Source: an optimization exercise on an open RTL-to-GDS flow (aim: small area, a short achievable clock period and few clock cycles per item). Production flows keep margins and buffers that such runs may drop. The RTL was checked by simulation tests, not by an equivalence proof against the original design.

==> inputs of 04-25 <==
Design ahb_lite_fir_filter, start of the top module:
module ahb_lite_fir_filter (
    input  wire        clk,
    input  wire        n_rst,
    input  wire        hsel,
    input  wire [3:0]  haddr,
    input  wire        hsize,
    input  wire [1:0]  htrans,
    input  wire        hwrite,
    input  wire [15:0] hwdata,
    output reg  [15:0] hrdata,
    output reg         hresp
);
Settings: LEC_CHECK=0, ABC_AREA=1, CAP_MARGIN=20, CORE_MARGIN=2, CORE_UTILIZATION=40, SETUP_SLACK_MARGIN=5, SLEW_MARGIN=20; clock period 11.0 ns.
standard.sh (not shown) runs the stock make flow with config.mk's settings and CLKGATE_MAP_FILE= SYNTH_SCRIPT=/design/flow/synth_recipe.tcl, a recipe that flattens the netlist after the stock synthesis.
==> flow/flow/run.sh <==
#!/bin/bash
bash standard.sh SETUP_SLACK_MARGIN=5.7 CTS_BUF_LIST=sky130_fd_sc_hd__clkbuf_8 finish > standard.log 2>&1
==> 03-17 (differences from 04-25) <==
--- a/flow/design.v
+++ b/flow/design.v
@@ -581,14 +581,13 @@
     assign f_wr[1] = wv & (wa[3:1] == 3'd4);
     assign f_wr[2] = wv & (wa[3:1] == 3'd5);
     assign f_wr[3] = wv & (wa[3:1] == 3'd6);
     reg [15:0] F0, F1, F2, F3;       
     reg [15:0] C0, C1, C2, C3;       
     reg [15:0] S, H1, H2;            
-    reg [15:0] result;               
-    reg        rneg;                 
+    reg [15:0] result;
     reg        err;
     reg [1:0] zf0, zf1, zf2, zf3;    
     reg [1:0] zc0, zc1, zc2, zc3;    
     reg       zs, zh1, zh2, zr;      
     always @(posedge clk, negedge n_rst) begin
         if (!n_rst) begin
@@ -691,12 +690,14 @@
     wire err4 = ACC[17] & (w ? (cm[15] & c16) : (cm[15] | c16));
     wire err_n = ovf3 | err4;
     wire        a_sub = (tag == T_P0) | (tag == T_L2) | (tag == T_W2);
     wire [17:0] a_op  = (tag == T_W2) ? {2'b00, M3} : (tag == T_L3) ? 18'd0 : ACC;
     wire [18:0] a_s2  = {a_op, 1'b1} + {{2'b00, T} ^ {18{a_sub}}, a_sub};
     wire [17:0] a_sum = a_s2[18:1];
+    wire [17:0] nacc4 = {2'b00, T} - ACC;
+    wire [15:0] res_n = a_sum[17] ? nacc4[15:0] : a_sum[15:0];
     wire        mb_act = (mbk != 2'd3);
     wire [15:0] xm = ({16{~msh & ~zh1}} & H1) | ({16{msh & ~zh2}} & H2);
     reg  [2:0]  mneg, mone, mtwo;    
     wire [16:0] mg0 = ({17{mone[0]}} & {1'b0, xm}) | ({17{mtwo[0]}} & {xm, 1'b0});
     wire [16:0] mg1 = ({17{mone[1]}} & {1'b0, xm}) | ({17{mtwo[1]}} & {xm, 1'b0});
     wire [16:0] mg2 = ({17{mone[2]}} & {1'b0, xm}) | ({17{mtwo[2]}} & {xm, 1'b0});
@@ -810,25 +811,21 @@
     always @(posedge clk) begin
         if (s_wr) begin
             S  <= xa;
             H1 <= S;
             H2 <= H1;
         end
-        if (complete_now) begin
-            result <= a_sum[15:0];
-            rneg   <= a_sum[17];
-        end
+        if (complete_now) result <= res_n;
     end
     wire busy_o = pend & ~complete_now;
     wire err_o  = complete_now ? err_n : err;
-    wire [15:0] rmag = rneg ? (~result + 16'd1) : result;
     reg [15:0] rv;
     always @(*) begin
         case (ra[3:1])
             3'd0:    rv = {7'd0, err_o, 7'd0, busy_o};
-            3'd1:    rv = zr ? 16'd0 : rmag;
+            3'd1:    rv = zr ? 16'd0 : result;
             3'd2:    rv = zs ? 16'd0 : S;
             3'd3:    rv = F0v;
             3'd4:    rv = F1v;
             3'd5:    rv = F2v;
             3'd6:    rv = F3v;
             default: rv = 16'd0;
==> flow/flow/run.sh (replaced) <==
#!/bin/bash
bash standard.sh SETUP_SLACK_MARGIN=6.0 "BUFFER_PORTS_ARGS=-buffer_cell sky130_fd_sc_hd__buf_2" finish > standard.log 2>&1
==> flow/config.mk (replaced) <==
export PLATFORM = sky130hd
export DESIGN_NAME = ahb_lite_fir_filter
export DESIGN_NICKNAME = ahb_lite_fir_filter
export VERILOG_FILES = /design/flow/design.v
export SDC_FILE = /design/flow/constraint.sdc
export NUM_CORES = 4
export LEC_CHECK = 0
export ABC_AREA = 1
export CAP_MARGIN = 10
export CORE_MARGIN = 2
export CORE_UTILIZATION = 40
export CTS_CLUSTER_DIAMETER = 120
export CTS_CLUSTER_SIZE = 22
export PLACE_DENSITY = 0.7
export SETUP_SLACK_MARGIN = 5
export SLEW_MARGIN = 10
==> 10-23 (differences from 04-25) <==
==> flow/flow/run.sh (replaced) <==
#!/bin/bash
bash standard.sh SETUP_SLACK_MARGIN=6.0 "BUFFER_PORTS_ARGS=-buffer_cell sky130_fd_sc_hd__buf_2" finish > standard.log 2>&1
--- a/flow/config.mk
+++ b/flow/config.mk
@@ -6,8 +6,11 @@
 export NUM_CORES = 4
 export LEC_CHECK = 0
 export ABC_AREA = 1
 export CAP_MARGIN = 20
 export CORE_MARGIN = 2
 export CORE_UTILIZATION = 40
+export CTS_CLUSTER_DIAMETER = 120
+export CTS_CLUSTER_SIZE = 22
+export PLACE_DENSITY = 0.7
 export SETUP_SLACK_MARGIN = 5
 export SLEW_MARGIN = 20
==> comparison table <==
Highest metal layer with signal wires: 04-25 met4; 03-17 met5; 10-23 met4
Cells on worst reg2reg path: 04-25 17; 03-17 20; 10-23 17
Proportion of layout cells with a drive suffix above 1: 04-25 0.115; 03-17 0.0976; 10-23 0.108
Layout Nets: 04-25 3128; 03-17 3177; 10-23 3081
Post-cts repair resize count: 04-25 52; 03-17 43; 10-23 45
Arrival time worst endpoint: 04-25 3100 ps; 03-17 2980 ps; 10-23 2780 ps
Placed cell areas: 04-25 26500 um^2; 03-17 26900 um^2; 10-23 26300 um^2
Status: 04-25 timing/DRC/antenna clean; 03-17 timing/DRC/antenna clean; 10-23 timing/DRC/antenna clean
Rows: 04-25 92; 03-17 93; 10-23 92
Sequential fraction of total cell area: 04-25 0.332; 03-17 0.337; 10-23 0.343
Syn_area_per_cell: 04-25 9.21 um^2; 03-17 9.12 um^2; 10-23 9.21 um^2
Total nets after synthesis: 04-25 3035; 03-17 3155; 10-23 3035
Buffer and inverter count on the worst path: 04-25 1; 03-17 2; 10-23 1
Sum of met2 wire segment lengths after detailed routing: 04-25 34200 um; 03-17 32400 um; 10-23 31800 um
Routed len/inst: 04-25 20.3 um; 03-17 18.8 um; 10-23 19.0 um
Min Tclk post-route: 04-25 5300 ps; 03-17 5180 ps; 10-23 4980 ps
Fraction of area in multi-input gates: 04-25 0.478; 03-17 0.509; 10-23 0.496
Number of standard cells in the final layout excluding fillers: 04-25 3728; 03-17 3733; 10-23 3643
Worst slew pin tran: 04-25 1050 ps; 03-17 1140 ps; 10-23 1110 ps
Testbench counts of 04-25, summed over its fixed seeds: cycles 4,880, samples 1,600.
Testbench counts of 03-17, summed over its fixed seeds: cycles 4,880, samples 1,600.
Testbench counts of 10-23, summed over its fixed seeds: cycles 4,880, samples 1,600.

---

==> build 31 <==
Starting RTL as in the previous note.
clock: 11.0 ns
lec_check: 0
cap_margin: 20
core_margin: 2
core_utilization: 40
setup_slack_margin: 5
slew_margin: 20
run.sh (not shown) runs the stock make flow with config.mk's settings and CLKGATE_MAP_FILE= SYNTH_SCRIPT=/design/flow/synth_recipe.tcl, a recipe that flattens the netlist after the stock synthesis.
Stock flow here: none of the scripts above is used.
==> trial 97 (differences from build 31) <==
==> flow/flow/run.sh (new file) <==
#!/bin/bash
bash standard.sh SETUP_SLACK_MARGIN=5.7 finish > standard.log 2>&1
==> flow/standard.sh (new file) <==
#!/bin/bash
# synth_recipe.tcl (not shown) runs the flow's synth.tcl, then flattens the netlist and writes it again
# the make line also repeats each setting of config.mk as NAME=value (left out here)
make -C /OpenROAD-flow-scripts/flow DESIGN_CONFIG=/design/flow/config.mk WORK_HOME=/design/flow/orfs CLKGATE_MAP_FILE= SYNTH_SCRIPT=/design/flow/synth_recipe.tcl "${@:-finish}"
Settings changed: ABC_AREA from default to 1.
removed: flow/run.sh
==> notes <==
Of build 31 and trial 97, build 31 has the higher routed wire length (gap about 15%, measured against trial 97).
First-iteration DRC count: trial 97 is smaller than build 31 (30%).
Between trial 97 and build 31, the lower fmax is in build 31 (gap 14%, measured against build 31).
In trial 97 the clock skew is lower than in build 31, by 0.016 ns.
In build 31 the hold slack is lower than in trial 97, by 0.0015 ns.
In trial 97 the via count is smaller than in build 31, by about 4%.
Count of clock-buffer cells in the layout: trial 97 is higher than build 31 (9).
Trial 97 completed without violations. Build 31 completed with no timing, DRC or antenna violations.
In trial 97 the die area is higher than in build 31, by about 0.9%.
In trial 97 the critical path depth is lower than in build 31, by 8.
==> figures <==
Outcome: build 31 complete, no violations; trial 97 complete, no violations
Comb_multi_in: build 31 1764; trial 97 1794
Tap cell count: build 31 837; trial 97 846
GR Layer Usage met1: build 31 0.3755; trial 97 0.3287
ClkCell Share: build 31 0.05285; trial 97 0.05064
Capturing element of the worst setup path: build 31 hrdata[8]; trial 97 hresp
# placed instances: build 31 3305; trial 97 3574
Clock buffer cells: build 31 45; trial 97 54
Sink of the worst hold path: build 31 C3[2]$_DFFE_PP_; trial 97 C0[1]$_DFFE_PP_
Number of cells on the critical path: build 31 12; trial 97 4
Die height: build 31 253.9 microns; trial 97 255.0 microns
Final clock period utilization by the worst path: build 31 0.5366; trial 97 0.4728
Number of vias after detailed routing: build 31 20753; trial 97 19880
Post-layout utilization of the core: build 31 0.4535; trial 97 0.4565
Number of nets at the end of the flow: build 31 2823; trial 97 3107
Area share of the leading cell type in the synthesized netlist: build 31 0.2813; trial 97 0.2789
Testbench counts of build 31, summed over its fixed seeds: cycles 4,880, samples 1,600.
Testbench counts of trial 97, summed over its fixed seeds: cycles 4,880, samples 1,600.

---

==> run D: inputs <==
ahb_lite_fir_filter again, from the RTL that the note above started with.
==> flow/design.v (excerpt) <==
module ahb_lite_fir_filter (
    input  wire        clk,
    input  wire        n_rst,
    input  wire        hsel,
    input  wire [3:0]  haddr,
    input  wire        hsize,
    input  wire [1:0]  htrans,
    input  wire        hwrite,
    input  wire [15:0] hwdata,
    output reg  [15:0] hrdata,
    output reg         hresp
);
export LEC_CHECK = 0
export ABC_AREA = 1
export CAP_MARGIN = 20
export CORE_MARGIN = 2
export CORE_UTILIZATION = 40
export CTS_CLUSTER_DIAMETER = 120
export CTS_CLUSTER_SIZE = 22
export PLACE_DENSITY = 0.7
export SETUP_SLACK_MARGIN = 5
export SLEW_MARGIN = 20
create_clock -name core_clock -period 11.0 [get_ports {clk}]
standard.sh (not shown) runs the stock make flow with config.mk's settings and CLKGATE_MAP_FILE= SYNTH_SCRIPT=/design/flow/synth_recipe.tcl, a recipe that flattens the netlist after the stock synthesis.
==> flow/flow/run.sh <==
#!/bin/bash
bash standard.sh SETUP_SLACK_MARGIN=6.0 "BUFFER_PORTS_ARGS=-buffer_cell sky130_fd_sc_hd__buf_4" finish > standard.log 2>&1
==> run M (differences from run D) <==
==> flow/flow/run.sh (replaced) <==
#!/bin/bash
bash standard.sh SETUP_SLACK_MARGIN=6.0 "BUFFER_PORTS_ARGS=-buffer_cell sky130_fd_sc_hd__buf_2" finish > standard.log 2>&1
Settings changed: PLACE_DENSITY 0.7 to default.
==> run P (differences from run D) <==
==> flow/flow/run.sh (replaced) <==
#!/bin/bash
bash standard.sh SETUP_SLACK_MARGIN=6.4 "BUFFER_PORTS_ARGS=-buffer_cell sky130_fd_sc_hd__buf_2" finish > standard.log 2>&1
Settings changed: PLACE_DENSITY 0.7 to default.
==> run C (differences from run D) <==
--- a/flow/design.v
+++ b/flow/design.v
@@ -497,41 +497,14 @@
             assign two[j] = (b2 & ~b1 & ~b0) | (~b2 & b1 & b0);
             if (j < 8) begin : gn
                 assign neg[j] = b2;
             end
         end
     endgenerate
 endmodule
-module prefix16 (
-    input  wire [15:0] g,
-    input  wire [15:0] p,
-    output wire        G,
-    output wire        P
-);
-    wire [7:0] ga, pa;
-    wire [3:0] gb, pb;
-    wire [1:0] gc, pc;
-    genvar i;
-    generate
-        for (i = 0; i < 8; i = i + 1) begin : l1
-            assign ga[i] = g[2*i+1] | (p[2*i+1] & g[2*i]);
-            assign pa[i] = p[2*i+1] & p[2*i];
-        end
-        for (i = 0; i < 4; i = i + 1) begin : l2
-            assign gb[i] = ga[2*i+1] | (pa[2*i+1] & ga[2*i]);
-            assign pb[i] = pa[2*i+1] & pa[2*i];
-        end
-        for (i = 0; i < 2; i = i + 1) begin : l3
-            assign gc[i] = gb[2*i+1] | (pb[2*i+1] & gb[2*i]);
-            assign pc[i] = pb[2*i+1] & pb[2*i];
-        end
-    endgenerate
-    assign G = gc[1] | (pc[1] & gc[0]);
-    assign P = pc[1] & pc[0];
-endmodule
 module ahb_lite_fir_filter (
     input  wire        clk,
     input  wire        n_rst,
     input  wire        hsel,
     input  wire [3:0]  haddr,
     input  wire        hsize,
     input  wire [1:0]  htrans,
@@ -580,16 +553,15 @@
     assign f_wr[0] = wv & (wa[3:1] == 3'd3);
     assign f_wr[1] = wv & (wa[3:1] == 3'd4);
     assign f_wr[2] = wv & (wa[3:1] == 3'd5);
     assign f_wr[3] = wv & (wa[3:1] == 3'd6);
     reg [15:0] F0, F1, F2, F3;       
     reg [15:0] C0, C1, C2, C3;       
     reg [15:0] S, H1, H2;            
-    reg [15:0] result;               
-    reg        rneg;                 
+    reg [15:0] result;
     reg        err;
     reg [1:0] zf0, zf1, zf2, zf3;    
     reg [1:0] zc0, zc1, zc2, zc3;    
     reg       zs, zh1, zh2, zr;      
     always @(posedge clk, negedge n_rst) begin
         if (!n_rst) begin
             zf0 <= 2'b11; zf1 <= 2'b11; zf2 <= 2'b11; zf3 <= 2'b11;
@@ -667,37 +639,32 @@
         pa  <= ma_a;
         pb  <= ma_b;
         pcl <= ma_c;
     end
     wire [24:0] U2  = {1'b0, pa, 1'b1} + {1'b0, pb, pcl};
     wire [23:0] U   = U2[24:1];
     wire [15:0] T   = U[22:7];
-    wire [7:0]  lo2 = {1'b0, pa[6:0]} + {1'b0, pb[6:0]} + {7'd0, pcl};
-    wire        cin = lo2[7];
+    wire        w   = U[23];
+    wire        cin = U[7] ^ pa[7] ^ pb[7];
     wire [15:0] ph  = pa[22:7];
     wire [15:0] qh  = pb[22:7];
     wire [15:0] nk  = ~ACC[15:0];
-    wire [15:0] sv  = ph ^ qh ^ nk;
-    wire [15:0] cm  = (ph & qh) | (ph & nk) | (qh & nk);
-    wire [15:0] g1 = ph & qh;
-    wire [15:0] p1 = ph | qh;
-    wire [15:0] g2 = sv & {cm[14:0], 1'b0};
-    wire [15:0] p2 = sv | {cm[14:0], 1'b0};
-    wire gw, pw, gr, pr;
-    prefix16 PW (.g(g1), .p(p1), .G(gw), .P(pw));
-    prefix16 PR (.g(g2), .p(p2), .G(gr), .P(pr));
-    wire w    = gw | (pw & cin);
-    wire c16  = gr | (pr & cin);
-    wire ovf3 = ~ACC[17] & ACC[16];
-    wire err4 = ACC[17] & (w ? (cm[15] & c16) : (cm[15] | c16));
+    wire [16:0] sv  = {1'b0, ph ^ qh ^ nk};
+    wire [16:0] cv  = {(ph & qh) | (ph & nk) | (qh & nk), 1'b0};
+    wire [18:0] R2  = {1'b0, sv, cin} + {1'b0, cv, 1'b1};
+    wire [17:0] R   = R2[18:1];
+    wire ovf3  = ~ACC[17] & ACC[16];
+    wire err4  = ACC[17] & (w ? R[17] : (R[17] | R[16]));
     wire err_n = ovf3 | err4;
     wire        a_sub = (tag == T_P0) | (tag == T_L2) | (tag == T_W2);
     wire [17:0] a_op  = (tag == T_W2) ? {2'b00, M3} : (tag == T_L3) ? 18'd0 : ACC;
     wire [18:0] a_s2  = {a_op, 1'b1} + {{2'b00, T} ^ {18{a_sub}}, a_sub};
     wire [17:0] a_sum = a_s2[18:1];
+    wire [17:0] nacc4 = {2'b00, T} - ACC;
+    wire [15:0] res_n = a_sum[17] ? nacc4[15:0] : a_sum[15:0];
     wire        mb_act = (mbk != 2'd3);
     wire [15:0] xm = ({16{~msh & ~zh1}} & H1) | ({16{msh & ~zh2}} & H2);
     reg  [2:0]  mneg, mone, mtwo;    
     wire [16:0] mg0 = ({17{mone[0]}} & {1'b0, xm}) | ({17{mtwo[0]}} & {xm, 1'b0});
     wire [16:0] mg1 = ({17{mone[1]}} & {1'b0, xm}) | ({17{mtwo[1]}} & {xm, 1'b0});
     wire [16:0] mg2 = ({17{mone[2]}} & {1'b0, xm}) | ({17{mtwo[2]}} & {xm, 1'b0});
     reg         mbp;                 
@@ -809,27 +776,23 @@
     end
     always @(posedge clk) begin
         if (s_wr) begin
             S  <= xa;
             H1 <= S;
             H2 <= H1;
         end
-        if (complete_now) begin
-            result <= a_sum[15:0];
-            rneg   <= a_sum[17];
-        end
+        if (complete_now) result <= res_n;
     end
     wire busy_o = pend & ~complete_now;
     wire err_o  = complete_now ? err_n : err;
-    wire [15:0] rmag = rneg ? (~result + 16'd1) : result;
     reg [15:0] rv;
     always @(*) begin
         case (ra[3:1])
             3'd0:    rv = {7'd0, err_o, 7'd0, busy_o};
-            3'd1:    rv = zr ? 16'd0 : rmag;
+            3'd1:    rv = zr ? 16'd0 : result;
             3'd2:    rv = zs ? 16'd0 : S;
             3'd3:    rv = F0v;
             3'd4:    rv = F1v;
             3'd5:    rv = F2v;
             3'd6:    rv = F3v;
             default: rv = 16'd0;
         endcase
==> flow/run.sh (new file) <==
#!/bin/bash
# synth_recipe.tcl (not shown) runs the flow's synth.tcl, then flattens the netlist and writes it again
# the make line also repeats each setting of config.mk as NAME=value (left out here)
make -C /OpenROAD-flow-scripts/flow DESIGN_CONFIG=/design/flow/config.mk WORK_HOME=/design/flow/orfs CLKGATE_MAP_FILE= SYNTH_SCRIPT=/design/flow/synth_recipe.tcl finish
Settings changed: ABC_AREA 1 to default, CTS_CLUSTER_DIAMETER 120 to default, CTS_CLUSTER_SIZE 22 to default, PLACE_DENSITY 0.7 to default.
removed: flow/flow/run.sh
removed: flow/standard.sh
==> impl_metrics.csv <==
group,metric,value,unit
outcome,status,"timing/DRC/antenna clean",
setup_path,path_cells,"clkdlybuf4s50_1 > mux2i_2 > buf_4 > clkinvlp_4 > o221ai_1 > a21oi_1 > fa_1 > inv_1 > fa_1 > fa_1 > inv_1 > fa_1 > inv_1",
floorplanning,placementRows,93,
logic_synthesis,ys_seq_area_share,36.63,%
placement,gp_congestion,0.9062,
setup_path,worst-setup-path-type,"in -> reg",
setup_path,crit_top_cell,"fa_1",
setup_path,worstSetupEndpoint,"pb[14]$_DFF_P_",
floorplanning,die_area,0.06650,mm2
cells_and_area,regArea,0.009447,mm2
setup_path,endpoint_kind,"register",
cells_and_area,multi_input_area_share,51.43,%
logic_synthesis,syn_area,0.02578,mm2
setup_path,rr_worst_depth,13,
timing,tightest_slew,1.254,ns
logic_synthesis,synth.area.mux_share,1.592,%
routing,wl_met1,34110,um
placement,dpl_cell_area,0.02719,mm2
Source of the figures above: run C

==> impl_metrics.csv <==
group,metric,value,unit
floorplanning,placementRows,92,
setup_path,endpoint_kind,"output pin",
setup_path,rr_worst_depth,21,
setup_path,worstSetupEndpoint,"hrdata[8]",
logic_synthesis,ys_seq_area_share,37.60,%
setup_path,path_cells,"fa_1 > nand2_1 > o21a_1 > nand2_2 > a21oi_1 > nor2_2 > nand3_2 > nand2_2 > nand2_2 > nand2_2 > nand2_2 > nand2_2 > a21oi_2 > buf_4",
placement,gp_congestion,0.9153,
outcome,status,"timing/DRC/antenna clean",
cells_and_area,regArea,0.009477,mm2
timing,tightest_slew,1.128,ns
logic_synthesis,syn_area,0.02520,mm2
setup_path,worst-setup-path-type,"reg -> out",
Source of the figures above: run D

==> impl_metrics.csv <==
group,metric,value,unit
outcome,status,"timing/DRC/antenna clean",
placement,gp_congestion,0.9430,
placement,dpl_cell_area,0.02629,mm2
setup_path,rr_worst_depth,14,
logic_synthesis,synth.area.mux_share,0,%
logic_synthesis,ys_seq_area_share,37.60,%
floorplanning,placementRows,92,
cells_and_area,regArea,0.009478,mm2
setup_path,endpoint_kind,"output pin",
floorplanning,die_area,0.06501,mm2
setup_path,crit_top_cell,"nand2_2",
routing,wl_met1,33060,um
setup_path,path_cells,"inv_1 > fa_1 > nand2_1 > o21a_1 > nand2_2 > nor2_4 > nand3_2 > nand3_2 > nand2_2 > nand2_4 > nand2_4 > nand2_2 > nand2_2 > a21oi_4 > buf_6",
cells_and_area,multi_input_area_share,49.28,%
Source of the figures above: run M

==> impl_metrics.csv <==
group,metric,value,unit
routing,wl_met1,33770,um
logic_synthesis,ys_seq_area_share,37.60,%
cells_and_area,multi_input_area_share,48.71,%
logic_synthesis,synth.area.mux_share,0,%
setup_path,worstSetupEndpoint,"hrdata[8]",
timing,tightest_slew,1.136,ns
logic_synthesis,syn_area,0.02520,mm2
routing,wirelength,78580,um
setup_path,endpoint_kind,"output pin",
placement,dpl_cell_area,0.02654,mm2
cells_and_area,regArea,0.009483,mm2
setup_path,worst-setup-path-type,"reg -> out",
floorplanning,die_area,0.06501,mm2
setup_path,crit_top_cell,"nand2_2",
setup_path,path_cells,"inv_2 > fa_1 > nor2_2 > nor2_2 > nand2_2 > nor2_4 > nand3_2 > nand3_2 > nand2_2 > nand2_2 > nand2_2 > nand2_2 > nand2_1 > a21oi_2 > buf_2",
outcome,status,"timing/DRC/antenna clean",
floorplanning,placementRows,92,
Source of the figures above: run P

Testbench counts of run D, summed over its fixed seeds: cycles 4,880, samples 1,600.
Testbench counts of run M, summed over its fixed seeds: cycles 4,880, samples 1,600.
Testbench counts of run P, summed over its fixed seeds: cycles 4,880, samples 1,600.
Testbench counts of run C, summed over its fixed seeds: cycles 4,880, samples 1,600.

-- re-timing with driven ports --
The flow's constraints put no driver on any port. The routed layouts listed below were extracted and timed again, unchanged, in two steps.
Step 1 assumes that a clkbuf_16 drives the clock port and a buf_2 every other input.
Step 2 times the ports against the registers' clock, not the clock port: input delays grow and output delays shrink by t, the midpoint of the rising clock arrivals with the driver on.
Slacks: ideal ports / drivers / drivers and shift; pairs: ideal ports / drivers.
run | t (ns) | slack for setup (ns) | worst data-port slew with drivers (ns)
04-25 | 0.740 | 5.699 / 5.642 / 5.078 | 0.04
03-17 | 0.609 | 5.816 / 5.764 / 5.495 | 0.05
10-23 | 0.619 | 6.021 / 5.955 / 5.519 | 0.05
build 31 | 0.635 | 5.097 / 5.034 / 4.511 | 0.05
trial 97 | 0.646 | 5.799 / 5.766 / 5.242 | 0.04
run D | 0.619 | 5.946 / 5.883 / 5.481 | 0.05
run M | 0.631 | 5.996 / 5.934 / 5.470 | 0.04
run P | 0.645 | 5.875 / 5.811 / 5.740 | 0.06
run C | 0.633 | 5.112 / 5.087 / 4.518 | 0.04
After both steps setup and hold are still met in every run listed. The setup slack of 04-25, which loses most, moves by -0.057 ns with the drivers and by -0.621 ns with both steps.
